What follows belongs to an exercise in optimizing a design on an open flow for small area and a short achievable clock period; a production flow would make more cautious choices. No functional check of the RTL was part of this run. Power and IR drop assume default switching activity.

### flow/config.mk
export PLATFORM = sky130hd
export DESIGN_NAME = mac_16bit
export DESIGN_NICKNAME = mac_16bit
export VERILOG_FILES = /design/flow/design.v
export SDC_FILE = /design/flow/constraint.sdc
export NUM_CORES = 4
export LEC_CHECK = 0
export CAP_MARGIN = 20
export CORE_MARGIN = 2
export CORE_UTILIZATION = 60
export CTS_CLUSTER_DIAMETER = 100
export CTS_CLUSTER_SIZE = 20
export SETUP_SLACK_MARGIN = 4.15
export SLEW_MARGIN = 20
export SYNTH_HIERARCHICAL = 1
export SYNTH_MINIMUM_KEEP_SIZE = 0
### flow/constraint.sdc
create_clock -name core_clock -period 6.9 [get_ports {clk}]
set_input_delay 1.3800 -clock core_clock [delete_from_list [all_inputs] [get_ports {clk}]]
set_output_delay 1.3800 -clock core_clock [all_outputs]
set_load 0.01 [all_outputs]
### flow/design.v
module mac_16bit(out_rounded,md,mr,clk,rst);
output reg [26:0] out_rounded;
input [15:0] md,mr;
input clk,rst;
reg [15:0] MD;
reg [7:0] ONE, TWO, NEG;         
reg [84:0] P;                  
reg [39:0] A;                    
reg [5:0] CB;                 
reg [8:0] k;       
reg clr;           
reg z1;            
reg r1, z2;        
wire zero = !rst | clr;
wire [16:0] mrx = {mr, 1'b0};
wire [7:0] one_n, two_n, neg_n;
genvar g;
generate for (g = 0; g < 8; g = g + 1) begin : enc
  assign one_n[g] = mrx[2*g+1] ^ mrx[2*g];
  assign two_n[g] = (mrx[2*g+2] & ~mrx[2*g+1] & ~mrx[2*g]) | (~mrx[2*g+2] & mrx[2*g+1] & mrx[2*g]);
  assign neg_n[g] = mrx[2*g+2] & ~(mrx[2*g+1] & mrx[2*g]);
end endgenerate
wire [16:0] pp0 = (({17{ONE[0]}} & {MD[15], MD}) | ({17{TWO[0]}} & {MD, 1'b0})) ^ {17{NEG[0]}};
wire ns0 = ~pp0[16];
wire [16:0] pp1 = (({17{ONE[1]}} & {MD[15], MD}) | ({17{TWO[1]}} & {MD, 1'b0})) ^ {17{NEG[1]}};
wire ns1 = ~pp1[16];
wire [16:0] pp2 = (({17{ONE[2]}} & {MD[15], MD}) | ({17{TWO[2]}} & {MD, 1'b0})) ^ {17{NEG[2]}};
wire ns2 = ~pp2[16];
wire [16:0] pp3 = (({17{ONE[3]}} & {MD[15], MD}) | ({17{TWO[3]}} & {MD, 1'b0})) ^ {17{NEG[3]}};
wire ns3 = ~pp3[16];
wire [16:0] pp4 = (({17{ONE[4]}} & {MD[15], MD}) | ({17{TWO[4]}} & {MD, 1'b0})) ^ {17{NEG[4]}};
wire ns4 = ~pp4[16];
wire [16:0] pp5 = (({17{ONE[5]}} & {MD[15], MD}) | ({17{TWO[5]}} & {MD, 1'b0})) ^ {17{NEG[5]}};
wire ns5 = ~pp5[16];
wire [16:0] pp6 = (({17{ONE[6]}} & {MD[15], MD}) | ({17{TWO[6]}} & {MD, 1'b0})) ^ {17{NEG[6]}};
wire ns6 = ~pp6[16];
wire [16:0] pp7 = (({17{ONE[7]}} & {MD[15], MD}) | ({17{TWO[7]}} & {MD, 1'b0})) ^ {17{NEG[7]}};
wire ns7 = ~pp7[16];
wire as1, ac2; ha_cell u_as1 (.a(pp0[10]), .b(pp1[8]), .s(as1), .co(ac2));
wire as3, ac4; ha_cell u_as3 (.a(pp0[11]), .b(pp1[9]), .s(as3), .co(ac4));
wire as5, ac6; fa_cell u_as5 (.a(pp0[12]), .b(pp1[10]), .c(pp2[8]), .s(as5), .co(ac6));
wire as7, ac8; ha_cell u_as7 (.a(pp3[6]), .b(pp4[4]), .s(as7), .co(ac8));
wire as9, ac10; fa_cell u_as9 (.a(pp0[13]), .b(pp1[11]), .c(pp2[9]), .s(as9), .co(ac10));
wire as11, ac12; ha_cell u_as11 (.a(pp3[7]), .b(pp4[5]), .s(as11), .co(ac12));
wire as13, ac14; fa_cell u_as13 (.a(pp0[14]), .b(pp1[12]), .c(pp2[10]), .s(as13), .co(ac14));
wire as15, ac16; fa_cell u_as15 (.a(pp3[8]), .b(pp4[6]), .c(pp5[4]), .s(as15), .co(ac16));
wire as17, ac18; ha_cell u_as17 (.a(pp6[2]), .b(pp7[0]), .s(as17), .co(ac18));
wire as19, ac20; fa_cell u_as19 (.a(pp0[15]), .b(pp1[13]), .c(pp2[11]), .s(as19), .co(ac20));
wire as21, ac22; fa_cell u_as21 (.a(pp3[9]), .b(pp4[7]), .c(pp5[5]), .s(as21), .co(ac22));
wire as23, ac24; ha_cell u_as23 (.a(pp6[3]), .b(pp7[1]), .s(as23), .co(ac24));
wire as25 = ~(ns0 ^ pp1[14]); wire ac26 = ns0 | pp1[14];
wire as27, ac28; fa_cell u_as27 (.a(pp2[12]), .b(pp3[10]), .c(pp4[8]), .s(as27), .co(ac28));
wire as29, ac30; fa_cell u_as29 (.a(pp5[6]), .b(pp6[4]), .c(pp7[2]), .s(as29), .co(ac30));
wire as31 = ~(pp1[15] ^ pp2[13]); wire ac32 = pp1[15] | pp2[13];
wire as33, ac34; fa_cell u_as33 (.a(pp3[11]), .b(pp4[9]), .c(pp5[7]), .s(as33), .co(ac34));
wire as35, ac36; ha_cell u_as35 (.a(pp6[5]), .b(pp7[3]), .s(as35), .co(ac36));
wire as37, ac38; fa_cell u_as37 (.a(ns1), .b(pp2[14]), .c(pp3[12]), .s(as37), .co(ac38));
wire as39, ac40; fa_cell u_as39 (.a(pp4[10]), .b(pp5[8]), .c(pp6[6]), .s(as39), .co(ac40));
wire as41 = ~(pp2[15] ^ pp3[13]); wire ac42 = pp2[15] | pp3[13];
wire as43, ac44; ha_cell u_as43 (.a(pp4[11]), .b(pp5[9]), .s(as43), .co(ac44));
wire as45, ac46; fa_cell u_as45 (.a(ns2), .b(pp3[14]), .c(pp4[12]), .s(as45), .co(ac46));
wire as47 = ~pp3[15];
wire as48, ac49; ha_cell u_as48 (.a(pp0[6]), .b(pp1[4]), .s(as48), .co(ac49));
wire as50, ac51; ha_cell u_as50 (.a(pp0[7]), .b(pp1[5]), .s(as50), .co(ac51));
wire as52, ac53; fa_cell u_as52 (.a(pp0[8]), .b(pp1[6]), .c(pp2[4]), .s(as52), .co(ac53));
wire as54, ac55; ha_cell u_as54 (.a(pp3[2]), .b(pp4[0]), .s(as54), .co(ac55));
wire as56, ac57; fa_cell u_as56 (.a(pp0[9]), .b(pp1[7]), .c(pp2[5]), .s(as56), .co(ac57));
wire as58, ac59; ha_cell u_as58 (.a(pp3[3]), .b(pp4[1]), .s(as58), .co(ac59));
wire as60, ac61; fa_cell u_as60 (.a(as1), .b(pp2[6]), .c(pp3[4]), .s(as60), .co(ac61));
wire as62, ac63; fa_cell u_as62 (.a(pp4[2]), .b(pp5[0]), .c(NEG[5]), .s(as62), .co(ac63));
wire as64, ac65; fa_cell u_as64 (.a(as3), .b(pp2[7]), .c(pp3[5]), .s(as64), .co(ac65));
wire as66, ac67; fa_cell u_as66 (.a(pp4[3]), .b(pp5[1]), .c(ac2), .s(as66), .co(ac67));
wire as68, ac69; fa_cell u_as68 (.a(as5), .b(as7), .c(pp5[2]), .s(as68), .co(ac69));
wire as70, ac71; fa_cell u_as70 (.a(pp6[0]), .b(NEG[6]), .c(ac4), .s(as70), .co(ac71));
wire as72, ac73; fa_cell u_as72 (.a(as9), .b(as11), .c(pp5[3]), .s(as72), .co(ac73));
wire as74, ac75; fa_cell u_as74 (.a(pp6[1]), .b(ac6), .c(ac8), .s(as74), .co(ac75));
wire as76, ac77; fa_cell u_as76 (.a(as13), .b(as15), .c(as17), .s(as76), .co(ac77));
wire as78, ac79; fa_cell u_as78 (.a(NEG[7]), .b(ac10), .c(ac12), .s(as78), .co(ac79));
wire as80, ac81; fa_cell u_as80 (.a(as19), .b(as21), .c(as23), .s(as80), .co(ac81));
wire as82, ac83; fa_cell u_as82 (.a(ac14), .b(ac16), .c(ac18), .s(as82), .co(ac83));
wire as84, ac85; fa_cell u_as84 (.a(as25), .b(as27), .c(as29), .s(as84), .co(ac85));
wire as86, ac87; fa_cell u_as86 (.a(ac20), .b(ac22), .c(ac24), .s(as86), .co(ac87));
wire as88, ac89; fa_cell u_as88 (.a(as31), .b(as33), .c(as35), .s(as88), .co(ac89));
wire as90, ac91; fa_cell u_as90 (.a(ac26), .b(ac28), .c(ac30), .s(as90), .co(ac91));
wire as92, ac93; fa_cell u_as92 (.a(as37), .b(as39), .c(pp7[4]), .s(as92), .co(ac93));
wire as94, ac95; fa_cell u_as94 (.a(ac32), .b(ac34), .c(ac36), .s(as94), .co(ac95));
wire as96, ac97; fa_cell u_as96 (.a(as41), .b(as43), .c(pp6[7]), .s(as96), .co(ac97));
wire as98, ac99; fa_cell u_as98 (.a(pp7[5]), .b(ac38), .c(ac40), .s(as98), .co(ac99));
wire as100, ac101; fa_cell u_as100 (.a(as45), .b(pp5[10]), .c(pp6[8]), .s(as100), .co(ac101));
wire as102, ac103; fa_cell u_as102 (.a(pp7[6]), .b(ac42), .c(ac44), .s(as102), .co(ac103));
wire as104, ac105; fa_cell u_as104 (.a(as47), .b(pp4[13]), .c(pp5[11]), .s(as104), .co(ac105));
wire as106, ac107; fa_cell u_as106 (.a(pp6[9]), .b(pp7[7]), .c(ac46), .s(as106), .co(ac107));
wire as108, ac109; fa_cell u_as108 (.a(ns3), .b(pp4[14]), .c(pp5[12]), .s(as108), .co(ac109));
wire as110, ac111; fa_cell u_as110 (.a(pp6[10]), .b(pp7[8]), .c(pp3[15]), .s(as110), .co(ac111));
wire as112 = ~(pp4[15] ^ pp5[13]); wire ac113 = pp4[15] | pp5[13];
wire as114, ac115; ha_cell u_as114 (.a(pp6[11]), .b(pp7[9]), .s(as114), .co(ac115));
wire as116, ac117; fa_cell u_as116 (.a(ns4), .b(pp5[14]), .c(pp6[12]), .s(as116), .co(ac117));
wire as118 = ~pp5[15];
wire as119, ac120; ha_cell u_as119 (.a(pp0[4]), .b(pp1[2]), .s(as119), .co(ac120));
wire as121, ac122; ha_cell u_as121 (.a(pp0[5]), .b(pp1[3]), .s(as121), .co(ac122));
wire as123, ac124; fa_cell u_as123 (.a(as48), .b(pp2[2]), .c(pp3[0]), .s(as123), .co(ac124));
wire as125, ac126; fa_cell u_as125 (.a(as50), .b(pp2[3]), .c(pp3[1]), .s(as125), .co(ac126));
wire as127, ac128; fa_cell u_as127 (.a(as52), .b(as54), .c(NEG[4]), .s(as127), .co(ac128));
wire as129, ac130; fa_cell u_as129 (.a(as56), .b(as58), .c(ac53), .s(as129), .co(ac130));
wire as131, ac132; fa_cell u_as131 (.a(as60), .b(as62), .c(ac57), .s(as131), .co(ac132));
wire as133, ac134; fa_cell u_as133 (.a(as64), .b(as66), .c(ac61), .s(as133), .co(ac134));
wire as135, ac136; fa_cell u_as135 (.a(as68), .b(as70), .c(ac65), .s(as135), .co(ac136));
wire as137, ac138; fa_cell u_as137 (.a(as72), .b(as74), .c(ac69), .s(as137), .co(ac138));
wire as139, ac140; fa_cell u_as139 (.a(as76), .b(as78), .c(ac73), .s(as139), .co(ac140));
wire as141, ac142; fa_cell u_as141 (.a(as80), .b(as82), .c(ac77), .s(as141), .co(ac142));
wire as143, ac144; fa_cell u_as143 (.a(as84), .b(as86), .c(ac81), .s(as143), .co(ac144));
wire as145, ac146; fa_cell u_as145 (.a(as88), .b(as90), .c(ac85), .s(as145), .co(ac146));
wire as147, ac148; fa_cell u_as147 (.a(as92), .b(as94), .c(ac89), .s(as147), .co(ac148));
wire as149, ac150; fa_cell u_as149 (.a(as96), .b(as98), .c(ac93), .s(as149), .co(ac150));
wire as151, ac152; fa_cell u_as151 (.a(as100), .b(as102), .c(ac97), .s(as151), .co(ac152));
wire as153, ac154; fa_cell u_as153 (.a(as104), .b(as106), .c(ac101), .s(as153), .co(ac154));
wire as155, ac156; fa_cell u_as155 (.a(as108), .b(as110), .c(ac105), .s(as155), .co(ac156));
wire as157, ac158; fa_cell u_as157 (.a(as112), .b(as114), .c(ac109), .s(as157), .co(ac158));
wire as159, ac160; fa_cell u_as159 (.a(as116), .b(pp7[10]), .c(ac113), .s(as159), .co(ac160));
wire as161, ac162; fa_cell u_as161 (.a(as118), .b(pp6[13]), .c(pp7[11]), .s(as161), .co(ac162));
wire as163, ac164; fa_cell u_as163 (.a(ns5), .b(pp6[14]), .c(pp7[12]), .s(as163), .co(ac164));
wire as165 = ~pp6[15];
wire [84:0] pnext;
assign pnext[0] = pp0[0];
assign pnext[1] = NEG[0];
assign pnext[2] = pp0[1];
assign pnext[3] = pp0[2];
assign pnext[4] = pp1[0];
assign pnext[5] = NEG[1];
assign pnext[6] = pp0[3];
assign pnext[7] = pp1[1];
assign pnext[8] = as119;
assign pnext[9] = pp2[0];
assign pnext[10] = NEG[2];
assign pnext[11] = as121;
assign pnext[12] = pp2[1];
assign pnext[13] = ac120;
assign pnext[14] = as123;
assign pnext[15] = NEG[3];
assign pnext[16] = ac122;
assign pnext[17] = as125;
assign pnext[18] = ac49;
assign pnext[19] = ac124;
assign pnext[20] = as127;
assign pnext[21] = ac51;
assign pnext[22] = ac126;
assign pnext[23] = as129;
assign pnext[24] = ac55;
assign pnext[25] = ac128;
assign pnext[26] = as131;
assign pnext[27] = ac59;
assign pnext[28] = ac130;
assign pnext[29] = as133;
assign pnext[30] = ac63;
assign pnext[31] = ac132;
assign pnext[32] = as135;
assign pnext[33] = ac67;
assign pnext[34] = ac134;
assign pnext[35] = as137;
assign pnext[36] = ac71;
assign pnext[37] = ac136;
assign pnext[38] = as139;
assign pnext[39] = ac75;
assign pnext[40] = ac138;
assign pnext[41] = as141;
assign pnext[42] = ac79;
assign pnext[43] = ac140;
assign pnext[44] = as143;
assign pnext[45] = ac83;
assign pnext[46] = ac142;
assign pnext[47] = as145;
assign pnext[48] = ac87;
assign pnext[49] = ac144;
assign pnext[50] = as147;
assign pnext[51] = ac91;
assign pnext[52] = ac146;
assign pnext[53] = as149;
assign pnext[54] = ac95;
assign pnext[55] = ac148;
assign pnext[56] = as151;
assign pnext[57] = ac99;
assign pnext[58] = ac150;
assign pnext[59] = as153;
assign pnext[60] = ac103;
assign pnext[61] = ac152;
assign pnext[62] = as155;
assign pnext[63] = ac107;
assign pnext[64] = ac154;
assign pnext[65] = as157;
assign pnext[66] = ac111;
assign pnext[67] = ac156;
assign pnext[68] = as159;
assign pnext[69] = ac115;
assign pnext[70] = ac158;
assign pnext[71] = as161;
assign pnext[72] = ac117;
assign pnext[73] = ac160;
assign pnext[74] = as163;
assign pnext[75] = pp5[15];
assign pnext[76] = ac162;
assign pnext[77] = as165;
assign pnext[78] = pp7[13];
assign pnext[79] = ac164;
assign pnext[80] = ns6;
assign pnext[81] = pp7[14];
assign pnext[82] = pp6[15];
assign pnext[83] = pp7[15];
assign pnext[84] = ns7;
wire bs166, bc167; ha_cell u_bs166 (.a(P[3]), .b(P[4]), .s(bs166), .co(bc167));
wire bs168, bc169; ha_cell u_bs168 (.a(P[6]), .b(P[7]), .s(bs168), .co(bc169));
wire bs170, bc171; fa_cell u_bs170 (.a(P[8]), .b(P[9]), .c(P[10]), .s(bs170), .co(bc171));
wire bs172, bc173; fa_cell u_bs172 (.a(P[11]), .b(P[12]), .c(P[13]), .s(bs172), .co(bc173));
wire bs174, bc175; fa_cell u_bs174 (.a(P[14]), .b(P[15]), .c(P[16]), .s(bs174), .co(bc175));
wire bs176, bc177; fa_cell u_bs176 (.a(P[17]), .b(P[18]), .c(P[19]), .s(bs176), .co(bc177));
wire bs178, bc179; fa_cell u_bs178 (.a(P[20]), .b(P[21]), .c(P[22]), .s(bs178), .co(bc179));
wire bs180, bc181; fa_cell u_bs180 (.a(P[23]), .b(P[24]), .c(P[25]), .s(bs180), .co(bc181));
wire bs182, bc183; fa_cell u_bs182 (.a(P[26]), .b(P[27]), .c(P[28]), .s(bs182), .co(bc183));
wire bs184, bc185; fa_cell u_bs184 (.a(P[29]), .b(P[30]), .c(P[31]), .s(bs184), .co(bc185));
wire bs186, bc187; fa_cell u_bs186 (.a(P[32]), .b(P[33]), .c(P[34]), .s(bs186), .co(bc187));
wire bs188, bc189; fa_cell u_bs188 (.a(P[35]), .b(P[36]), .c(P[37]), .s(bs188), .co(bc189));
wire bs190, bc191; fa_cell u_bs190 (.a(P[38]), .b(P[39]), .c(P[40]), .s(bs190), .co(bc191));
wire bs192, bc193; fa_cell u_bs192 (.a(P[41]), .b(P[42]), .c(P[43]), .s(bs192), .co(bc193));
wire bs194, bc195; fa_cell u_bs194 (.a(P[44]), .b(P[45]), .c(P[46]), .s(bs194), .co(bc195));
wire bs196, bc197; fa_cell u_bs196 (.a(P[47]), .b(P[48]), .c(P[49]), .s(bs196), .co(bc197));
wire bs198, bc199; fa_cell u_bs198 (.a(P[50]), .b(P[51]), .c(P[52]), .s(bs198), .co(bc199));
wire bs200, bc201; fa_cell u_bs200 (.a(P[53]), .b(P[54]), .c(P[55]), .s(bs200), .co(bc201));
wire bs202, bc203; fa_cell u_bs202 (.a(P[56]), .b(P[57]), .c(P[58]), .s(bs202), .co(bc203));
wire bs204, bc205; fa_cell u_bs204 (.a(P[59]), .b(P[60]), .c(P[61]), .s(bs204), .co(bc205));
wire bs206, bc207; fa_cell u_bs206 (.a(P[62]), .b(P[63]), .c(P[64]), .s(bs206), .co(bc207));
wire bs208, bc209; fa_cell u_bs208 (.a(P[65]), .b(P[66]), .c(P[67]), .s(bs208), .co(bc209));
wire bs210, bc211; fa_cell u_bs210 (.a(P[68]), .b(P[69]), .c(P[70]), .s(bs210), .co(bc211));
wire bs212, bc213; fa_cell u_bs212 (.a(P[71]), .b(P[72]), .c(P[73]), .s(bs212), .co(bc213));
wire bs214, bc215; fa_cell u_bs214 (.a(P[74]), .b(P[75]), .c(P[76]), .s(bs214), .co(bc215));
wire bs216, bc217; fa_cell u_bs216 (.a(P[77]), .b(P[78]), .c(P[79]), .s(bs216), .co(bc217));
wire bs218, bc219; fa_cell u_bs218 (.a(P[80]), .b(P[81]), .c(P[82]), .s(bs218), .co(bc219));
wire bs220 = ~P[83];
wire bs221, bc222; ha_cell u_bs221 (.a(P[0]), .b(P[1]), .s(bs221), .co(bc222));
wire bs223, bc224; ha_cell u_bs223 (.a(P[2]), .b(A[1]), .s(bs223), .co(bc224));
wire bs225, bc226; fa_cell u_bs225 (.a(bs166), .b(P[5]), .c(A[2]), .s(bs225), .co(bc226));
wire bs227, bc228; fa_cell u_bs227 (.a(bs168), .b(A[3]), .c(bc167), .s(bs227), .co(bc228));
wire bs229, bc230; fa_cell u_bs229 (.a(bs170), .b(A[4]), .c(bc169), .s(bs229), .co(bc230));
wire bs231, bc232; fa_cell u_bs231 (.a(bs172), .b(A[5]), .c(bc171), .s(bs231), .co(bc232));
wire bs233, bc234; fa_cell u_bs233 (.a(bs174), .b(A[6]), .c(bc173), .s(bs233), .co(bc234));
wire bs235, bc236; fa_cell u_bs235 (.a(bs176), .b(A[7]), .c(bc175), .s(bs235), .co(bc236));
wire bs237, bc238; fa_cell u_bs237 (.a(bs178), .b(A[8]), .c(bc177), .s(bs237), .co(bc238));
wire bs239, bc240; fa_cell u_bs239 (.a(bs180), .b(A[9]), .c(bc179), .s(bs239), .co(bc240));
wire bs241, bc242; fa_cell u_bs241 (.a(bs182), .b(A[10]), .c(bc181), .s(bs241), .co(bc242));
wire bs243, bc244; fa_cell u_bs243 (.a(bs184), .b(A[11]), .c(bc183), .s(bs243), .co(bc244));
wire bs245, bc246; fa_cell u_bs245 (.a(bs186), .b(A[12]), .c(bc185), .s(bs245), .co(bc246));
wire bs247, bc248; fa_cell u_bs247 (.a(bs188), .b(A[13]), .c(bc187), .s(bs247), .co(bc248));
wire bs249, bc250; fa_cell u_bs249 (.a(bs190), .b(A[14]), .c(bc189), .s(bs249), .co(bc250));
wire bs251, bc252; fa_cell u_bs251 (.a(bs192), .b(A[15]), .c(bc191), .s(bs251), .co(bc252));
wire bs253, bc254; fa_cell u_bs253 (.a(bs194), .b(A[16]), .c(bc193), .s(bs253), .co(bc254));
wire bs255, bc256; fa_cell u_bs255 (.a(bs196), .b(A[17]), .c(bc195), .s(bs255), .co(bc256));
wire bs257, bc258; fa_cell u_bs257 (.a(bs198), .b(A[18]), .c(bc197), .s(bs257), .co(bc258));
wire bs259, bc260; fa_cell u_bs259 (.a(bs200), .b(A[19]), .c(bc199), .s(bs259), .co(bc260));
wire bs261, bc262; fa_cell u_bs261 (.a(bs202), .b(A[20]), .c(bc201), .s(bs261), .co(bc262));
wire bs263, bc264; fa_cell u_bs263 (.a(bs204), .b(A[21]), .c(bc203), .s(bs263), .co(bc264));
wire bs265, bc266; fa_cell u_bs265 (.a(bs206), .b(A[22]), .c(bc205), .s(bs265), .co(bc266));
wire bs267, bc268; fa_cell u_bs267 (.a(bs208), .b(A[23]), .c(bc207), .s(bs267), .co(bc268));
wire bs269, bc270; fa_cell u_bs269 (.a(bs210), .b(A[24]), .c(bc209), .s(bs269), .co(bc270));
wire bs271, bc272; fa_cell u_bs271 (.a(bs212), .b(A[25]), .c(bc211), .s(bs271), .co(bc272));
wire bs273, bc274; fa_cell u_bs273 (.a(bs214), .b(A[26]), .c(bc213), .s(bs273), .co(bc274));
wire bs275, bc276; fa_cell u_bs275 (.a(bs216), .b(A[27]), .c(bc215), .s(bs275), .co(bc276));
wire bs277, bc278; fa_cell u_bs277 (.a(bs218), .b(A[28]), .c(bc217), .s(bs277), .co(bc278));
wire bs279, bc280; fa_cell u_bs279 (.a(bs220), .b(A[29]), .c(bc219), .s(bs279), .co(bc280));
wire bs281, bc282; fa_cell u_bs281 (.a(P[84]), .b(A[30]), .c(P[83]), .s(bs281), .co(bc282));
wire bs283 = ~A[31];
wire [7:0] yhi = 8'd0 + {7'd0, A[31]} - 8'd1;
wire k0_g284, k0_p290; ha_cell u_k0_p290 (.a(bs221), .b(A[0]), .s(k0_p290), .co(k0_g284));
wire k0_g285, k0_p291; ha_cell u_k0_p291 (.a(bs223), .b(bc222), .s(k0_p291), .co(k0_g285));
wire k0_g286, k0_p292; ha_cell u_k0_p292 (.a(bs225), .b(bc224), .s(k0_p292), .co(k0_g286));
wire k0_g287, k0_p293; ha_cell u_k0_p293 (.a(bs227), .b(bc226), .s(k0_p293), .co(k0_g287));
wire k0_g288, k0_p294; ha_cell u_k0_p294 (.a(bs229), .b(bc228), .s(k0_p294), .co(k0_g288));
wire k0_g289, k0_p295; ha_cell u_k0_p295 (.a(bs231), .b(bc230), .s(k0_p295), .co(k0_g289));
wire k0_G296 = k0_g285 | (k0_p291 & k0_g284);
wire k0_P297 = k0_p291 & k0_p290;
wire k0_G298 = k0_g286 | (k0_p292 & k0_g285);
wire k0_P299 = k0_p292 & k0_p291;
wire k0_G300 = k0_g287 | (k0_p293 & k0_g286);
wire k0_P301 = k0_p293 & k0_p292;
wire k0_G302 = k0_g288 | (k0_p294 & k0_g287);
wire k0_P303 = k0_p294 & k0_p293;
wire k0_G304 = k0_g289 | (k0_p295 & k0_g288);
wire k0_P305 = k0_p295 & k0_p294;
wire k0_G306 = k0_G298 | (k0_P299 & k0_g284);
wire k0_P307 = k0_P299 & k0_p290;
wire k0_G308 = k0_G300 | (k0_P301 & k0_G296);
wire k0_P309 = k0_P301 & k0_P297;
wire k0_G310 = k0_G302 | (k0_P303 & k0_G298);
wire k0_P311 = k0_P303 & k0_P299;
wire k0_G312 = k0_G304 | (k0_P305 & k0_G300);
wire k0_P313 = k0_P305 & k0_P301;
wire k0_G314 = k0_G310 | (k0_P311 & k0_g284);
wire k0_P315 = k0_P311 & k0_p290;
wire k0_G316 = k0_G312 | (k0_P313 & k0_G296);
wire k0_P317 = k0_P313 & k0_P297;
wire k0_s318 = k0_p290;
wire k0_s319 = k0_p291 ^ k0_g284;
wire k0_s320 = k0_p292 ^ k0_G296;
wire k0_s321 = k0_p293 ^ k0_G306;
wire k0_s322 = k0_p294 ^ k0_G308;
wire k0_s323 = k0_p295 ^ k0_G314;
wire k1_g324, k1_p330; ha_cell u_k1_p330 (.a(bs233), .b(bc232), .s(k1_p330), .co(k1_g324));
wire k1_g325, k1_p331; ha_cell u_k1_p331 (.a(bs235), .b(bc234), .s(k1_p331), .co(k1_g325));
wire k1_g326, k1_p332; ha_cell u_k1_p332 (.a(bs237), .b(bc236), .s(k1_p332), .co(k1_g326));
wire k1_g327, k1_p333; ha_cell u_k1_p333 (.a(bs239), .b(bc238), .s(k1_p333), .co(k1_g327));
wire k1_g328, k1_p334; ha_cell u_k1_p334 (.a(bs241), .b(bc240), .s(k1_p334), .co(k1_g328));
wire k1_g329, k1_p335; ha_cell u_k1_p335 (.a(bs243), .b(bc242), .s(k1_p335), .co(k1_g329));
wire k1_G336 = k1_g325 | (k1_p331 & k1_g324);
wire k1_P337 = k1_p331 & k1_p330;
wire k1_G338 = k1_g326 | (k1_p332 & k1_g325);
wire k1_P339 = k1_p332 & k1_p331;
wire k1_G340 = k1_g327 | (k1_p333 & k1_g326);
wire k1_P341 = k1_p333 & k1_p332;
wire k1_G342 = k1_g328 | (k1_p334 & k1_g327);
wire k1_P343 = k1_p334 & k1_p333;
wire k1_G344 = k1_g329 | (k1_p335 & k1_g328);
wire k1_P345 = k1_p335 & k1_p334;
wire k1_G346 = k1_G338 | (k1_P339 & k1_g324);
wire k1_P347 = k1_P339 & k1_p330;
wire k1_G348 = k1_G340 | (k1_P341 & k1_G336);
wire k1_P349 = k1_P341 & k1_P337;
wire k1_G350 = k1_G342 | (k1_P343 & k1_G338);
wire k1_P351 = k1_P343 & k1_P339;
wire k1_G352 = k1_G344 | (k1_P345 & k1_G340);
wire k1_P353 = k1_P345 & k1_P341;
wire k1_G354 = k1_G350 | (k1_P351 & k1_g324);
wire k1_P355 = k1_P351 & k1_p330;
wire k1_G356 = k1_G352 | (k1_P353 & k1_G336);
wire k1_P357 = k1_P353 & k1_P337;
wire k1_s358 = k1_p330 ^ CB[0];
wire k1_c359 = k1_g324 | (k1_p330 & CB[0]);
wire k1_s360 = k1_p331 ^ k1_c359;
wire k1_c361 = k1_G336 | (k1_P337 & CB[0]);
wire k1_s362 = k1_p332 ^ k1_c361;
wire k1_c363 = k1_G346 | (k1_P347 & CB[0]);
wire k1_s364 = k1_p333 ^ k1_c363;
wire k1_c365 = k1_G348 | (k1_P349 & CB[0]);
wire k1_s366 = k1_p334 ^ k1_c365;
wire k1_c367 = k1_G354 | (k1_P355 & CB[0]);
wire k1_s368 = k1_p335 ^ k1_c367;
wire k1_co369 = k1_G356 | (k1_P357 & CB[0]);
wire k2_g370, k2_p376; ha_cell u_k2_p376 (.a(bs245), .b(bc244), .s(k2_p376), .co(k2_g370));
wire k2_g371, k2_p377; ha_cell u_k2_p377 (.a(bs247), .b(bc246), .s(k2_p377), .co(k2_g371));
wire k2_g372, k2_p378; ha_cell u_k2_p378 (.a(bs249), .b(bc248), .s(k2_p378), .co(k2_g372));
wire k2_g373, k2_p379; ha_cell u_k2_p379 (.a(bs251), .b(bc250), .s(k2_p379), .co(k2_g373));
wire k2_g374, k2_p380; ha_cell u_k2_p380 (.a(bs253), .b(bc252), .s(k2_p380), .co(k2_g374));
wire k2_g375, k2_p381; ha_cell u_k2_p381 (.a(bs255), .b(bc254), .s(k2_p381), .co(k2_g375));
wire k2_G382 = k2_g371 | (k2_p377 & k2_g370);
wire k2_P383 = k2_p377 & k2_p376;
wire k2_G384 = k2_g372 | (k2_p378 & k2_g371);
wire k2_P385 = k2_p378 & k2_p377;
wire k2_G386 = k2_g373 | (k2_p379 & k2_g372);
wire k2_P387 = k2_p379 & k2_p378;
wire k2_G388 = k2_g374 | (k2_p380 & k2_g373);
wire k2_P389 = k2_p380 & k2_p379;
wire k2_G390 = k2_g375 | (k2_p381 & k2_g374);
wire k2_P391 = k2_p381 & k2_p380;
wire k2_G392 = k2_G384 | (k2_P385 & k2_g370);
wire k2_P393 = k2_P385 & k2_p376;
wire k2_G394 = k2_G386 | (k2_P387 & k2_G382);
wire k2_P395 = k2_P387 & k2_P383;
wire k2_G396 = k2_G388 | (k2_P389 & k2_G384);
wire k2_P397 = k2_P389 & k2_P385;
wire k2_G398 = k2_G390 | (k2_P391 & k2_G386);
wire k2_P399 = k2_P391 & k2_P387;
wire k2_G400 = k2_G396 | (k2_P397 & k2_g370);
wire k2_P401 = k2_P397 & k2_p376;
wire k2_G402 = k2_G398 | (k2_P399 & k2_G382);
wire k2_P403 = k2_P399 & k2_P383;
wire k2_s404 = k2_p376 ^ CB[1];
wire k2_c405 = k2_g370 | (k2_p376 & CB[1]);
wire k2_s406 = k2_p377 ^ k2_c405;
wire k2_c407 = k2_G382 | (k2_P383 & CB[1]);
wire k2_s408 = k2_p378 ^ k2_c407;
wire k2_c409 = k2_G392 | (k2_P393 & CB[1]);
wire k2_s410 = k2_p379 ^ k2_c409;
wire k2_c411 = k2_G394 | (k2_P395 & CB[1]);
wire k2_s412 = k2_p380 ^ k2_c411;
wire k2_c413 = k2_G400 | (k2_P401 & CB[1]);
wire k2_s414 = k2_p381 ^ k2_c413;
wire k2_co415 = k2_G402 | (k2_P403 & CB[1]);
wire k3_g416, k3_p422; ha_cell u_k3_p422 (.a(bs257), .b(bc256), .s(k3_p422), .co(k3_g416));
wire k3_g417, k3_p423; ha_cell u_k3_p423 (.a(bs259), .b(bc258), .s(k3_p423), .co(k3_g417));
wire k3_g418, k3_p424; ha_cell u_k3_p424 (.a(bs261), .b(bc260), .s(k3_p424), .co(k3_g418));
wire k3_g419, k3_p425; ha_cell u_k3_p425 (.a(bs263), .b(bc262), .s(k3_p425), .co(k3_g419));
wire k3_g420, k3_p426; ha_cell u_k3_p426 (.a(bs265), .b(bc264), .s(k3_p426), .co(k3_g420));
wire k3_g421, k3_p427; ha_cell u_k3_p427 (.a(bs267), .b(bc266), .s(k3_p427), .co(k3_g421));
wire k3_G428 = k3_g417 | (k3_p423 & k3_g416);
wire k3_P429 = k3_p423 & k3_p422;
wire k3_G430 = k3_g418 | (k3_p424 & k3_g417);
wire k3_P431 = k3_p424 & k3_p423;
wire k3_G432 = k3_g419 | (k3_p425 & k3_g418);
wire k3_P433 = k3_p425 & k3_p424;
wire k3_G434 = k3_g420 | (k3_p426 & k3_g419);
wire k3_P435 = k3_p426 & k3_p425;
wire k3_G436 = k3_g421 | (k3_p427 & k3_g420);
wire k3_P437 = k3_p427 & k3_p426;
wire k3_G438 = k3_G430 | (k3_P431 & k3_g416);
wire k3_P439 = k3_P431 & k3_p422;
wire k3_G440 = k3_G432 | (k3_P433 & k3_G428);
wire k3_P441 = k3_P433 & k3_P429;
wire k3_G442 = k3_G434 | (k3_P435 & k3_G430);
wire k3_P443 = k3_P435 & k3_P431;
wire k3_G444 = k3_G436 | (k3_P437 & k3_G432);
wire k3_P445 = k3_P437 & k3_P433;
wire k3_G446 = k3_G442 | (k3_P443 & k3_g416);
wire k3_P447 = k3_P443 & k3_p422;
wire k3_G448 = k3_G444 | (k3_P445 & k3_G428);
wire k3_P449 = k3_P445 & k3_P429;
wire k3_s450 = k3_p422 ^ CB[2];
wire k3_c451 = k3_g416 | (k3_p422 & CB[2]);
wire k3_s452 = k3_p423 ^ k3_c451;
wire k3_c453 = k3_G428 | (k3_P429 & CB[2]);
wire k3_s454 = k3_p424 ^ k3_c453;
wire k3_c455 = k3_G438 | (k3_P439 & CB[2]);
wire k3_s456 = k3_p425 ^ k3_c455;
wire k3_c457 = k3_G440 | (k3_P441 & CB[2]);
wire k3_s458 = k3_p426 ^ k3_c457;
wire k3_c459 = k3_G446 | (k3_P447 & CB[2]);
wire k3_s460 = k3_p427 ^ k3_c459;
wire k3_co461 = k3_G448 | (k3_P449 & CB[2]);
wire k4_g462, k4_p468; ha_cell u_k4_p468 (.a(bs269), .b(bc268), .s(k4_p468), .co(k4_g462));
wire k4_g463, k4_p469; ha_cell u_k4_p469 (.a(bs271), .b(bc270), .s(k4_p469), .co(k4_g463));
wire k4_g464, k4_p470; ha_cell u_k4_p470 (.a(bs273), .b(bc272), .s(k4_p470), .co(k4_g464));
wire k4_g465, k4_p471; ha_cell u_k4_p471 (.a(bs275), .b(bc274), .s(k4_p471), .co(k4_g465));
wire k4_g466, k4_p472; ha_cell u_k4_p472 (.a(bs277), .b(bc276), .s(k4_p472), .co(k4_g466));
wire k4_g467, k4_p473; ha_cell u_k4_p473 (.a(bs279), .b(bc278), .s(k4_p473), .co(k4_g467));
wire k4_G474 = k4_g463 | (k4_p469 & k4_g462);
wire k4_P475 = k4_p469 & k4_p468;
wire k4_G476 = k4_g464 | (k4_p470 & k4_g463);
wire k4_P477 = k4_p470 & k4_p469;
wire k4_G478 = k4_g465 | (k4_p471 & k4_g464);
wire k4_P479 = k4_p471 & k4_p470;
wire k4_G480 = k4_g466 | (k4_p472 & k4_g465);
wire k4_P481 = k4_p472 & k4_p471;
wire k4_G482 = k4_g467 | (k4_p473 & k4_g466);
wire k4_P483 = k4_p473 & k4_p472;
wire k4_G484 = k4_G476 | (k4_P477 & k4_g462);
wire k4_P485 = k4_P477 & k4_p468;
wire k4_G486 = k4_G478 | (k4_P479 & k4_G474);
wire k4_P487 = k4_P479 & k4_P475;
wire k4_G488 = k4_G480 | (k4_P481 & k4_G476);
wire k4_P489 = k4_P481 & k4_P477;
wire k4_G490 = k4_G482 | (k4_P483 & k4_G478);
wire k4_P491 = k4_P483 & k4_P479;
wire k4_G492 = k4_G488 | (k4_P489 & k4_g462);
wire k4_P493 = k4_P489 & k4_p468;
wire k4_G494 = k4_G490 | (k4_P491 & k4_G474);
wire k4_P495 = k4_P491 & k4_P475;
wire k4_s496 = k4_p468 ^ CB[3];
wire k4_c497 = k4_g462 | (k4_p468 & CB[3]);
wire k4_s498 = k4_p469 ^ k4_c497;
wire k4_c499 = k4_G474 | (k4_P475 & CB[3]);
wire k4_s500 = k4_p470 ^ k4_c499;
wire k4_c501 = k4_G484 | (k4_P485 & CB[3]);
wire k4_s502 = k4_p471 ^ k4_c501;
wire k4_c503 = k4_G486 | (k4_P487 & CB[3]);
wire k4_s504 = k4_p472 ^ k4_c503;
wire k4_c505 = k4_G492 | (k4_P493 & CB[3]);
wire k4_s506 = k4_p473 ^ k4_c505;
wire k4_co507 = k4_G494 | (k4_P495 & CB[3]);
wire k5_g508, k5_p514; ha_cell u_k5_p514 (.a(bs281), .b(bc280), .s(k5_p514), .co(k5_g508));
wire k5_g509, k5_p515; ha_cell u_k5_p515 (.a(bs283), .b(bc282), .s(k5_p515), .co(k5_g509));
wire k5_g510, k5_p516; ha_cell u_k5_p516 (.a(A[32]), .b(yhi[0]), .s(k5_p516), .co(k5_g510));
wire k5_g511, k5_p517; ha_cell u_k5_p517 (.a(A[33]), .b(yhi[1]), .s(k5_p517), .co(k5_g511));
wire k5_g512, k5_p518; ha_cell u_k5_p518 (.a(A[34]), .b(yhi[2]), .s(k5_p518), .co(k5_g512));
wire k5_g513, k5_p519; ha_cell u_k5_p519 (.a(A[35]), .b(yhi[3]), .s(k5_p519), .co(k5_g513));
wire k5_G520 = k5_g509 | (k5_p515 & k5_g508);
wire k5_P521 = k5_p515 & k5_p514;
wire k5_G522 = k5_g510 | (k5_p516 & k5_g509);
wire k5_P523 = k5_p516 & k5_p515;
wire k5_G524 = k5_g511 | (k5_p517 & k5_g510);
wire k5_P525 = k5_p517 & k5_p516;
wire k5_G526 = k5_g512 | (k5_p518 & k5_g511);
wire k5_P527 = k5_p518 & k5_p517;
wire k5_G528 = k5_g513 | (k5_p519 & k5_g512);
wire k5_P529 = k5_p519 & k5_p518;
wire k5_G530 = k5_G522 | (k5_P523 & k5_g508);
wire k5_P531 = k5_P523 & k5_p514;
wire k5_G532 = k5_G524 | (k5_P525 & k5_G520);
wire k5_P533 = k5_P525 & k5_P521;
wire k5_G534 = k5_G526 | (k5_P527 & k5_G522);
wire k5_P535 = k5_P527 & k5_P523;
wire k5_G536 = k5_G528 | (k5_P529 & k5_G524);
wire k5_P537 = k5_P529 & k5_P525;
wire k5_G538 = k5_G534 | (k5_P535 & k5_g508);
wire k5_P539 = k5_P535 & k5_p514;
wire k5_G540 = k5_G536 | (k5_P537 & k5_G520);
wire k5_P541 = k5_P537 & k5_P521;
wire k5_s542 = k5_p514 ^ CB[4];
wire k5_c543 = k5_g508 | (k5_p514 & CB[4]);
wire k5_s544 = k5_p515 ^ k5_c543;
wire k5_c545 = k5_G520 | (k5_P521 & CB[4]);
wire k5_s546 = k5_p516 ^ k5_c545;
wire k5_c547 = k5_G530 | (k5_P531 & CB[4]);
wire k5_s548 = k5_p517 ^ k5_c547;
wire k5_c549 = k5_G532 | (k5_P533 & CB[4]);
wire k5_s550 = k5_p518 ^ k5_c549;
wire k5_c551 = k5_G538 | (k5_P539 & CB[4]);
wire k5_s552 = k5_p519 ^ k5_c551;
wire k5_co553 = k5_G540 | (k5_P541 & CB[4]);
wire k6_g554, k6_p558; ha_cell u_k6_p558 (.a(A[36]), .b(yhi[4]), .s(k6_p558), .co(k6_g554));
wire k6_g555, k6_p559; ha_cell u_k6_p559 (.a(A[37]), .b(yhi[5]), .s(k6_p559), .co(k6_g555));
wire k6_g556, k6_p560; ha_cell u_k6_p560 (.a(A[38]), .b(yhi[6]), .s(k6_p560), .co(k6_g556));
wire k6_g557, k6_p561; ha_cell u_k6_p561 (.a(A[39]), .b(yhi[7]), .s(k6_p561), .co(k6_g557));
wire k6_G562 = k6_g555 | (k6_p559 & k6_g554);
wire k6_P563 = k6_p559 & k6_p558;
wire k6_G564 = k6_g556 | (k6_p560 & k6_g555);
wire k6_P565 = k6_p560 & k6_p559;
wire k6_G566 = k6_g557 | (k6_p561 & k6_g556);
wire k6_P567 = k6_p561 & k6_p560;
wire k6_G568 = k6_G564 | (k6_P565 & k6_g554);
wire k6_P569 = k6_P565 & k6_p558;
wire k6_G570 = k6_G566 | (k6_P567 & k6_G562);
wire k6_P571 = k6_P567 & k6_P563;
wire k6_s572 = k6_p558 ^ CB[5];
wire k6_c573 = k6_g554 | (k6_p558 & CB[5]);
wire k6_s574 = k6_p559 ^ k6_c573;
wire k6_c575 = k6_G562 | (k6_P563 & CB[5]);
wire k6_s576 = k6_p560 ^ k6_c575;
wire k6_c577 = k6_G568 | (k6_P569 & CB[5]);
wire k6_s578 = k6_p561 ^ k6_c577;
wire k6_co579 = k6_G570 | (k6_P571 & CB[5]);
wire [39:0] sum = {k6_s578, k6_s576, k6_s574, k6_s572, k5_s552, k5_s550, k5_s548, k5_s546, k5_s544, k5_s542, k4_s506, k4_s504, k4_s502, k4_s500, k4_s498, k4_s496, k3_s460, k3_s458, k3_s456, k3_s454, k3_s452, k3_s450, k2_s414, k2_s412, k2_s410, k2_s408, k2_s406, k2_s404, k1_s368, k1_s366, k1_s364, k1_s362, k1_s360, k1_s358, k0_s323, k0_s322, k0_s321, k0_s320, k0_s319, k0_s318};
wire [5:0] cbnext = {k5_co553, k4_co507, k3_co461, k2_co415, k1_co369, k0_G316};
wire [13:0] L = {1'b0, A[12:0]} + {7'd0, CB[0], 6'd0} + {1'd0, CB[1], 12'd0};
wire c13 = L[13];
wire up = L[12] & ((A[13] ^ c13) | (|L[11:0]));
wire rg580, rp607; ha_cell u_rp607 (.a(A[13]), .b(c13), .s(rp607), .co(rg580));
wire rg581 = 1'b0; wire rp608 = A[14];
wire rg582 = 1'b0; wire rp609 = A[15];
wire rg583 = 1'b0; wire rp610 = A[16];
wire rg584 = 1'b0; wire rp611 = A[17];
wire rg585, rp612; ha_cell u_rp612 (.a(A[18]), .b(CB[2]), .s(rp612), .co(rg585));
wire rg586 = 1'b0; wire rp613 = A[19];
wire rg587 = 1'b0; wire rp614 = A[20];
wire rg588 = 1'b0; wire rp615 = A[21];
wire rg589 = 1'b0; wire rp616 = A[22];
wire rg590 = 1'b0; wire rp617 = A[23];
wire rg591, rp618; ha_cell u_rp618 (.a(A[24]), .b(CB[3]), .s(rp618), .co(rg591));
wire rg592 = 1'b0; wire rp619 = A[25];
wire rg593 = 1'b0; wire rp620 = A[26];
wire rg594 = 1'b0; wire rp621 = A[27];
wire rg595 = 1'b0; wire rp622 = A[28];
wire rg596 = 1'b0; wire rp623 = A[29];
wire rg597, rp624; ha_cell u_rp624 (.a(A[30]), .b(CB[4]), .s(rp624), .co(rg597));
wire rg598 = 1'b0; wire rp625 = A[31];
wire rg599 = 1'b0; wire rp626 = A[32];
wire rg600 = 1'b0; wire rp627 = A[33];
wire rg601 = 1'b0; wire rp628 = A[34];
wire rg602 = 1'b0; wire rp629 = A[35];
wire rg603, rp630; ha_cell u_rp630 (.a(A[36]), .b(CB[5]), .s(rp630), .co(rg603));
wire rg604 = 1'b0; wire rp631 = A[37];
wire rg605 = 1'b0; wire rp632 = A[38];
wire rg606 = 1'b0; wire rp633 = A[39];
wire rG634 = rg581 | (rp608 & rg580);
wire rP635 = rp608 & rp607;
wire rG636 = rg583 | (rp610 & rg582);
wire rP637 = rp610 & rp609;
wire rG638 = rg585 | (rp612 & rg584);
wire rP639 = rp612 & rp611;
wire rG640 = rg587 | (rp614 & rg586);
wire rP641 = rp614 & rp613;
wire rG642 = rg589 | (rp616 & rg588);
wire rP643 = rp616 & rp615;
wire rG644 = rg591 | (rp618 & rg590);
wire rP645 = rp618 & rp617;
wire rG646 = rg593 | (rp620 & rg592);
wire rP647 = rp620 & rp619;
wire rG648 = rg595 | (rp622 & rg594);
wire rP649 = rp622 & rp621;
wire rG650 = rg597 | (rp624 & rg596);
wire rP651 = rp624 & rp623;
wire rG652 = rg599 | (rp626 & rg598);
wire rP653 = rp626 & rp625;
wire rG654 = rg601 | (rp628 & rg600);
wire rP655 = rp628 & rp627;
wire rG656 = rg603 | (rp630 & rg602);
wire rP657 = rp630 & rp629;
wire rG658 = rg605 | (rp632 & rg604);
wire rP659 = rp632 & rp631;
wire rG660 = rg582 | (rp609 & rG634);
wire rP661 = rp609 & rP635;
wire rG662 = rG636 | (rP637 & rG634);
wire rP663 = rP637 & rP635;
wire rG664 = rg586 | (rp613 & rG638);
wire rP665 = rp613 & rP639;
wire rG666 = rG640 | (rP641 & rG638);
wire rP667 = rP641 & rP639;
wire rG668 = rg590 | (rp617 & rG642);
wire rP669 = rp617 & rP643;
wire rG670 = rG644 | (rP645 & rG642);
wire rP671 = rP645 & rP643;
wire rG672 = rg594 | (rp621 & rG646);
wire rP673 = rp621 & rP647;
wire rG674 = rG648 | (rP649 & rG646);
wire rP675 = rP649 & rP647;
wire rG676 = rg598 | (rp625 & rG650);
wire rP677 = rp625 & rP651;
wire rG678 = rG652 | (rP653 & rG650);
wire rP679 = rP653 & rP651;
wire rG680 = rg602 | (rp629 & rG654);
wire rP681 = rp629 & rP655;
wire rG682 = rG656 | (rP657 & rG654);
wire rP683 = rP657 & rP655;
wire rG684 = rg606 | (rp633 & rG658);
wire rP685 = rp633 & rP659;
wire rG686 = rg584 | (rp611 & rG662);
wire rP687 = rp611 & rP663;
wire rG688 = rG638 | (rP639 & rG662);
wire rP689 = rP639 & rP663;
wire rG690 = rG664 | (rP665 & rG662);
wire rP691 = rP665 & rP663;
wire rG692 = rG666 | (rP667 & rG662);
wire rP693 = rP667 & rP663;
wire rG694 = rg592 | (rp619 & rG670);
wire rP695 = rp619 & rP671;
wire rG696 = rG646 | (rP647 & rG670);
wire rP697 = rP647 & rP671;
wire rG698 = rG672 | (rP673 & rG670);
wire rP699 = rP673 & rP671;
wire rG700 = rG674 | (rP675 & rG670);
wire rP701 = rP675 & rP671;
wire rG702 = rg600 | (rp627 & rG678);
wire rP703 = rp627 & rP679;
wire rG704 = rG654 | (rP655 & rG678);
wire rP705 = rP655 & rP679;
wire rG706 = rG680 | (rP681 & rG678);
wire rP707 = rP681 & rP679;
wire rG708 = rG682 | (rP683 & rG678);
wire rP709 = rP683 & rP679;
wire rG710 = rg588 | (rp615 & rG692);
wire rP711 = rp615 & rP693;
wire rG712 = rG642 | (rP643 & rG692);
wire rP713 = rP643 & rP693;
wire rG714 = rG668 | (rP669 & rG692);
wire rP715 = rP669 & rP693;
wire rG716 = rG670 | (rP671 & rG692);
wire rP717 = rP671 & rP693;
wire rG718 = rG694 | (rP695 & rG692);
wire rP719 = rP695 & rP693;
wire rG720 = rG696 | (rP697 & rG692);
wire rP721 = rP697 & rP693;
wire rG722 = rG698 | (rP699 & rG692);
wire rP723 = rP699 & rP693;
wire rG724 = rG700 | (rP701 & rG692);
wire rP725 = rP701 & rP693;
wire rG726 = rg604 | (rp631 & rG708);
wire rP727 = rp631 & rP709;
wire rG728 = rG658 | (rP659 & rG708);
wire rP729 = rP659 & rP709;
wire rG730 = rG684 | (rP685 & rG708);
wire rP731 = rP685 & rP709;
wire rG732 = rg596 | (rp623 & rG724);
wire rP733 = rp623 & rP725;
wire rG734 = rG650 | (rP651 & rG724);
wire rP735 = rP651 & rP725;
wire rG736 = rG676 | (rP677 & rG724);
wire rP737 = rP677 & rP725;
wire rG738 = rG678 | (rP679 & rG724);
wire rP739 = rP679 & rP725;
wire rG740 = rG702 | (rP703 & rG724);
wire rP741 = rP703 & rP725;
wire rG742 = rG704 | (rP705 & rG724);
wire rP743 = rP705 & rP725;
wire rG744 = rG706 | (rP707 & rG724);
wire rP745 = rP707 & rP725;
wire rG746 = rG708 | (rP709 & rG724);
wire rP747 = rP709 & rP725;
wire rG748 = rG726 | (rP727 & rG724);
wire rP749 = rP727 & rP725;
wire rG750 = rG728 | (rP729 & rG724);
wire rP751 = rP729 & rP725;
wire rG752 = rG730 | (rP731 & rG724);
wire rP753 = rP731 & rP725;
wire rs754 = rp607 ^ up;
wire rc755 = rg580 | (rp607 & up);
wire rs756 = rp608 ^ rc755;
wire rc757 = rG634 | (rP635 & up);
wire rs758 = rp609 ^ rc757;
wire rc759 = rG660 | (rP661 & up);
wire rs760 = rp610 ^ rc759;
wire rc761 = rG662 | (rP663 & up);
wire rs762 = rp611 ^ rc761;
wire rc763 = rG686 | (rP687 & up);
wire rs764 = rp612 ^ rc763;
wire rc765 = rG688 | (rP689 & up);
wire rs766 = rp613 ^ rc765;
wire rc767 = rG690 | (rP691 & up);
wire rs768 = rp614 ^ rc767;
wire rc769 = rG692 | (rP693 & up);
wire rs770 = rp615 ^ rc769;
wire rc771 = rG710 | (rP711 & up);
wire rs772 = rp616 ^ rc771;
wire rc773 = rG712 | (rP713 & up);
wire rs774 = rp617 ^ rc773;
wire rc775 = rG714 | (rP715 & up);
wire rs776 = rp618 ^ rc775;
wire rc777 = rG716 | (rP717 & up);
wire rs778 = rp619 ^ rc777;
wire rc779 = rG718 | (rP719 & up);
wire rs780 = rp620 ^ rc779;
wire rc781 = rG720 | (rP721 & up);
wire rs782 = rp621 ^ rc781;
wire rc783 = rG722 | (rP723 & up);
wire rs784 = rp622 ^ rc783;
wire rc785 = rG724 | (rP725 & up);
wire rs786 = rp623 ^ rc785;
wire rc787 = rG732 | (rP733 & up);
wire rs788 = rp624 ^ rc787;
wire rc789 = rG734 | (rP735 & up);
wire rs790 = rp625 ^ rc789;
wire rc791 = rG736 | (rP737 & up);
wire rs792 = rp626 ^ rc791;
wire rc793 = rG738 | (rP739 & up);
wire rs794 = rp627 ^ rc793;
wire rc795 = rG740 | (rP741 & up);
wire rs796 = rp628 ^ rc795;
wire rc797 = rG742 | (rP743 & up);
wire rs798 = rp629 ^ rc797;
wire rc799 = rG744 | (rP745 & up);
wire rs800 = rp630 ^ rc799;
wire rc801 = rG746 | (rP747 & up);
wire rs802 = rp631 ^ rc801;
wire rc803 = rG748 | (rP749 & up);
wire rs804 = rp632 ^ rc803;
wire rc805 = rG750 | (rP751 & up);
wire rs806 = rp633 ^ rc805;
wire rco807 = rG752 | (rP753 & up);
wire [26:0] rnd = {rs806, rs804, rs802, rs800, rs798, rs796, rs794, rs792, rs790, rs788, rs786, rs784, rs782, rs780, rs778, rs776, rs774, rs772, rs770, rs768, rs766, rs764, rs762, rs760, rs758, rs756, rs754};
always @(posedge clk) begin
  MD <= md;
  ONE <= one_n;
  TWO <= two_n;
  NEG <= neg_n;
  P <= pnext;
  z1 <= zero;
  r1 <= !rst;
  z2 <= r1;
  if (z1 | z2) A <= 40'd0;
  else A <= sum;
  if (z1 | z2) CB <= 6'd0;
  else CB <= cbnext;
  out_rounded <= (zero | z1) ? 27'd0 : rnd;
  if (zero) k <= {8'd0, clr};
  else k <= k + 9'd1;
  clr <= rst & !clr & (k == 9'd258);
end
endmodule
module fa_cell(input a, input b, input c, output s, output co);
assign {co, s} = {1'b0, a} + {1'b0, b} + {1'b0, c};
endmodule
module ha_cell(input a, input b, output s, output co);
assign {co, s} = {1'b0, a} + {1'b0, b};
endmodule
### flow/flow/run.sh
#!/bin/bash
# The standard layout (the standard.sh), except that the port buffers are
# sky130_fd_sc_hd__buf_2 cells instead of the default delay buffers.
set -euo pipefail
export BUFFER_PORTS_ARGS="-buffer_cell sky130_fd_sc_hd__buf_2"
bash standard.sh > standard.log 2>&1
### flow/standard.sh
#!/bin/bash
# synth_recipe.tcl (not shown) runs the flow's synth.tcl, then flattens the netlist and writes it again
# the make line also repeats each setting of config.mk as NAME=value (left out here)
make -C /OpenROAD-flow-scripts/flow DESIGN_CONFIG=/design/flow/config.mk WORK_HOME=/design/flow/orfs CLKGATE_MAP_FILE= SYNTH_SCRIPT=/design/flow/synth_recipe.tcl "${@:-finish}"
==> summary.md <==
| Metric | Value |
|---|---|
| Post-synth top area cell | `dfxtp_1` |
| Layout Skew | `0.0174 ns` |
| Fin nets | `1,395` |
| CTS Root Cell | `clkbuf_16` |
| Fin crit share | `39.3%` |
| CTS clk-pin slew, worst paths | `0.08 ns` |
| Worst-path maximum fanout | `2` |
| Post-CTS Hold Buffers | `0` |
| Leak | `5.42 nW` |
| Share of layout cells above drive strength 1 | `13.9%` |
| Count of max-cap constraint violations | `0` |
| Critical path class | `reg2reg` |
| Drc violations | `0` |
| Via density | `5.72` |
| WP data required | `7.27 ns` |
| Clk buf depth | `3` |
| Primary FF master, synth | `dfxtp_1` |
| Worst vdd ir | `0.000272 V` |
| Clk sink count | `211` |
| Async set or reset register ratio after synthesis | `0%` |
| Max incr delay on CP | `0.61 ns` |
| Fin. Hold Viols | `0` |
| Gate Count Post-Synth | `1,153` |
| Initial antenna violation count | `0` |
| Crit start category | `flip-flop` |
| Routed wire length | `25,900 um` |
| Worst hold stages | `0` |
| Gr ovfl total | `0` |
| Most frequent cells in the layout | `177 x dfxtp_1, 142 x xnor2_1, 121 x a22oi_1` |
| Num CTS Buffers | `14` |
| Crit path DAT | `3.08 ns` |
| Unrepaired setup endpoints after global routing | `true` |
| Fin. max-slew vios | `0` |
| Worst min path class | `reg2reg` |
| Routed vias | `8,163` |
| Core Box Area | `20,200 sq um` |
| Warnings from Yosys | `7` |
| Initial Utilization | `61.2%` |
| Die X-Extent | `148 um` |
| Outcome | `timing/DRC/antenna clean` |
| # diodes | `0` |
| CP Cell Sequence | `fa_2 > fa_1 > ha_4 > a21o_1 > a21oi_2 > o21ba_4 > o21ba_4 > o21ba_4 > mux2i_1` |
| Period minus WS final | `2.71 ns` |
| Most used cell, CP | `o21ba_4` |
| # setup viols final | `0` |
| Vias in the first global route | `8,094` |
| Post-synth top area share | `34.1%` |
| Max-slew headroom | `54.4%` |
| # rows | `52` |
| Pwr/cell area | `457 nW/um^2` |
| 1st-pass router iterations | `5` |
| FF-to-FF setup slack | `4.19 ns` |
| DR WL/cell | `18.1 um` |
| Syn avg cell area | `10.7 sq um` |
| Clk latency of the worst-skew pair | `0.48 ns` |
| Worst-Margin Slew | `0.683 ns` |
| Worst Hold End | `z2$_DFF_P_` |
| CTS tree | `yes` |
| Syn_nets | `1,391` |
| FF+latch count, synth | `211` |
| Number of synthesized flops with an enable pin | `0` |
| CP Capture Type | `flip-flop` |
| Filler instances | `1,565` |
| Reg2reg path depth | `9` |
| Routed Antenna Nets | `0` |
| Port-buffer cells | `60` |
| CP max-delay cell | `fa_2` |
| Largest net degree at the start of global routing | `29` |
| Die area | `21,800 sq um` |
| DRT iter0 DRCs | `587` |
| Synth top area cells | `dfxtp_1 34%, fa_1 19%, xnor2_1 10%, ha_1 8.9%, a22oi_1 7.3%` |
| Worst hold start | `r1$_DFF_P_` |
| First-pass GRT wire length | `42,500 um` |
| I/O Pins | `61` |
| Commonest non-fill, non-tap cell in the layout | `dfxtp_1` |
| Hpwl dp | `18,500 um` |
| Die Ht | `148 um` |
| Post-synth cell types | `51` |
| Worst reg2reg endpoint | `A[29]$_SDFF_PP0_` |
| Setup TNS Final | `0 ns` |
| Max Freq | `369 MHz` |
| Global-route usage over all layers | `24.4%` |
| GPL Wtd Cong | `0.848` |
| WHS | `0.346 ns` |
| H-Tree Depth | `1` |
| Seq/Total Area, Yosys | `34.1%` |
| Syn Std Cell Area | `12,400 sq um` |
| Area grow syn2layout | `7.98%` |
| Reg-to-Reg Start | `P[70]$_DFF_P_` |
[Yosys cell counts (10+ instances only)]
cell / number
nand2_1: 39
or3_1: 20
xor2_1: 25
inv_1: 42
nor2b_1: 10
a21oi_1: 29
clkbuf_1: 73
nand3_1: 12
ha_1: 88
nor2_1: 55
and2_1: 10
xnor2_1: 143
o21ai_0: 38
dfxtp_1: 211
fa_1: 116
nand2b_1: 10
a22oi_1: 121
o21ba_2: 15
[through the flow]
stage	worst slack (ns)	util [%]	std cells	instance area [sq um]	power (W)
floorplan	4.17	-	1153	12400	0.00430
global placement	3.98	63.0	1408	12800	0.00489
global route	3.97	66.0	1427	13400	0.00673
detailed placement	3.96	63.0	1408	12800	0.00499
CTS	4.11	65.3	1424	13200	0.00585
finish	4.19	66.0	1427	13400	0.00611
[kinds of logic (layout without fill, tap and decap cells)]
group / Yosys count / in the layout / synth area share, %
flops: 211 / 211 / 34.1
compound gates: 243 / 243 / 14.0
fa+ha+maj: 204 / 204 / 27.7
mux: 6 / 6 / 0.485
simple gates: 197 / 197 / 8.07
xor+xnor: 168 / 168 / 11.9
buf+inv: 124 / 128 / 3.77
[modules after synthesis, one instance, submodules excluded]
module | copies in the design | cells
mac_16bit | 1 | 973
fa_cell | 116 | 1
ha_cell | 64 | 1
[report_power, final]
part | switching (W) | internal [W] | total (W)
Combinational | 0.00171 | 0.00180 | 0.00351
Sequential | 0.000276 | 0.00154 | 0.00181
Clock | 0.000396 | 0.000391 | 0.000786
Total | 0.00238 | 0.00373 | 0.00611
[state kept, by name (all words and copies together), names as in the netlist]
register / cells
P: 85
A: 40
out_rounded: 27
MD: 16
k: 9
NEG: 8
ONE: 8
TWO: 8
CB: 6
clr: 1
r1: 1
z1: 1
z2: 1
[critical path, delay by kind of cell (launching register included)]
kind                     cells  cell delay, ns
adder cells (fa/ha/maj)      3            1.36
AO/OA/AOI/OAI                5            0.80
flip-flops                   1            0.33
multiplexers                 1            0.11
[layer usage]
metal	global-route usage, %	share of wire, %
met1	36.5	49
met2	37.4	44
met3	3.40	5.4
met4	6.49	2.1
met5	0	0
[final cells by class]
type                            count  area, sq um  area share [%]
Clock inverter                      1         11.3          0.0843
Timing Repair Buffer               70          375            2.81
Inverter                           42          158            1.18
Clock buffer                       15          375            2.81
Tap cell                          270          338            2.53
Sequential cell                   211         4270            31.9
Multi-Input combinational cell    818         7840            58.7
[worst max path at each step]
stage,startpoint,end,slack (ns),cells past startpoint
after floorplan,NEG[0]$_DFF_P_,P[38]$_DFF_P_,4.17,6
after global placement,rst,out_rounded[19]$_SDFF_PP0_,3.98,5
after detailed placement,NEG[4]$_DFF_P_,P[50]$_DFF_P_,3.96,4
after CTS,TWO[6]$_DFF_P_,P[50]$_DFF_P_,4.11,5
after global routing,A[6]$_SDFF_PP0_,out_rounded[4]$_SDFF_PP0_,3.97,8
final,P[70]$_DFF_P_,A[29]$_SDFF_PP0_,4.19,9
[timing repair]
item                                    in CTS  in global routing
endpoints found under the setup margin      30                 39
setup buffers                                0                  3
endpoints found under the hold margin        0                  0
pin swaps                                    1                 20
resized for setup                           32                 32

separate check: timing with driven ports:
The flow's constraints put no driver on any port. The routed layout listed below was extracted and timed again, unchanged, in two steps.
Step 1 assumes that a clkbuf_16 drives the clock port and a buf_2 every other input.
Step 2 also shifts input and output timing later by t, the mid clock arrival at the registers, as if the neighbouring blocks saw the same clock.
Slacks: ideal ports / drivers / drivers and shift; pairs: ideal ports / drivers.
t, ns: 0.520
setup WS [ns]: 4.186 / 4.186 / 3.967
latest minus earliest clock arrival (ns): 0.019 / 0.019
After both steps this run still meets setup and hold. For this run, drivers alone change the setup slack by 0.000 ns; drivers and shift together by -0.219 ns.
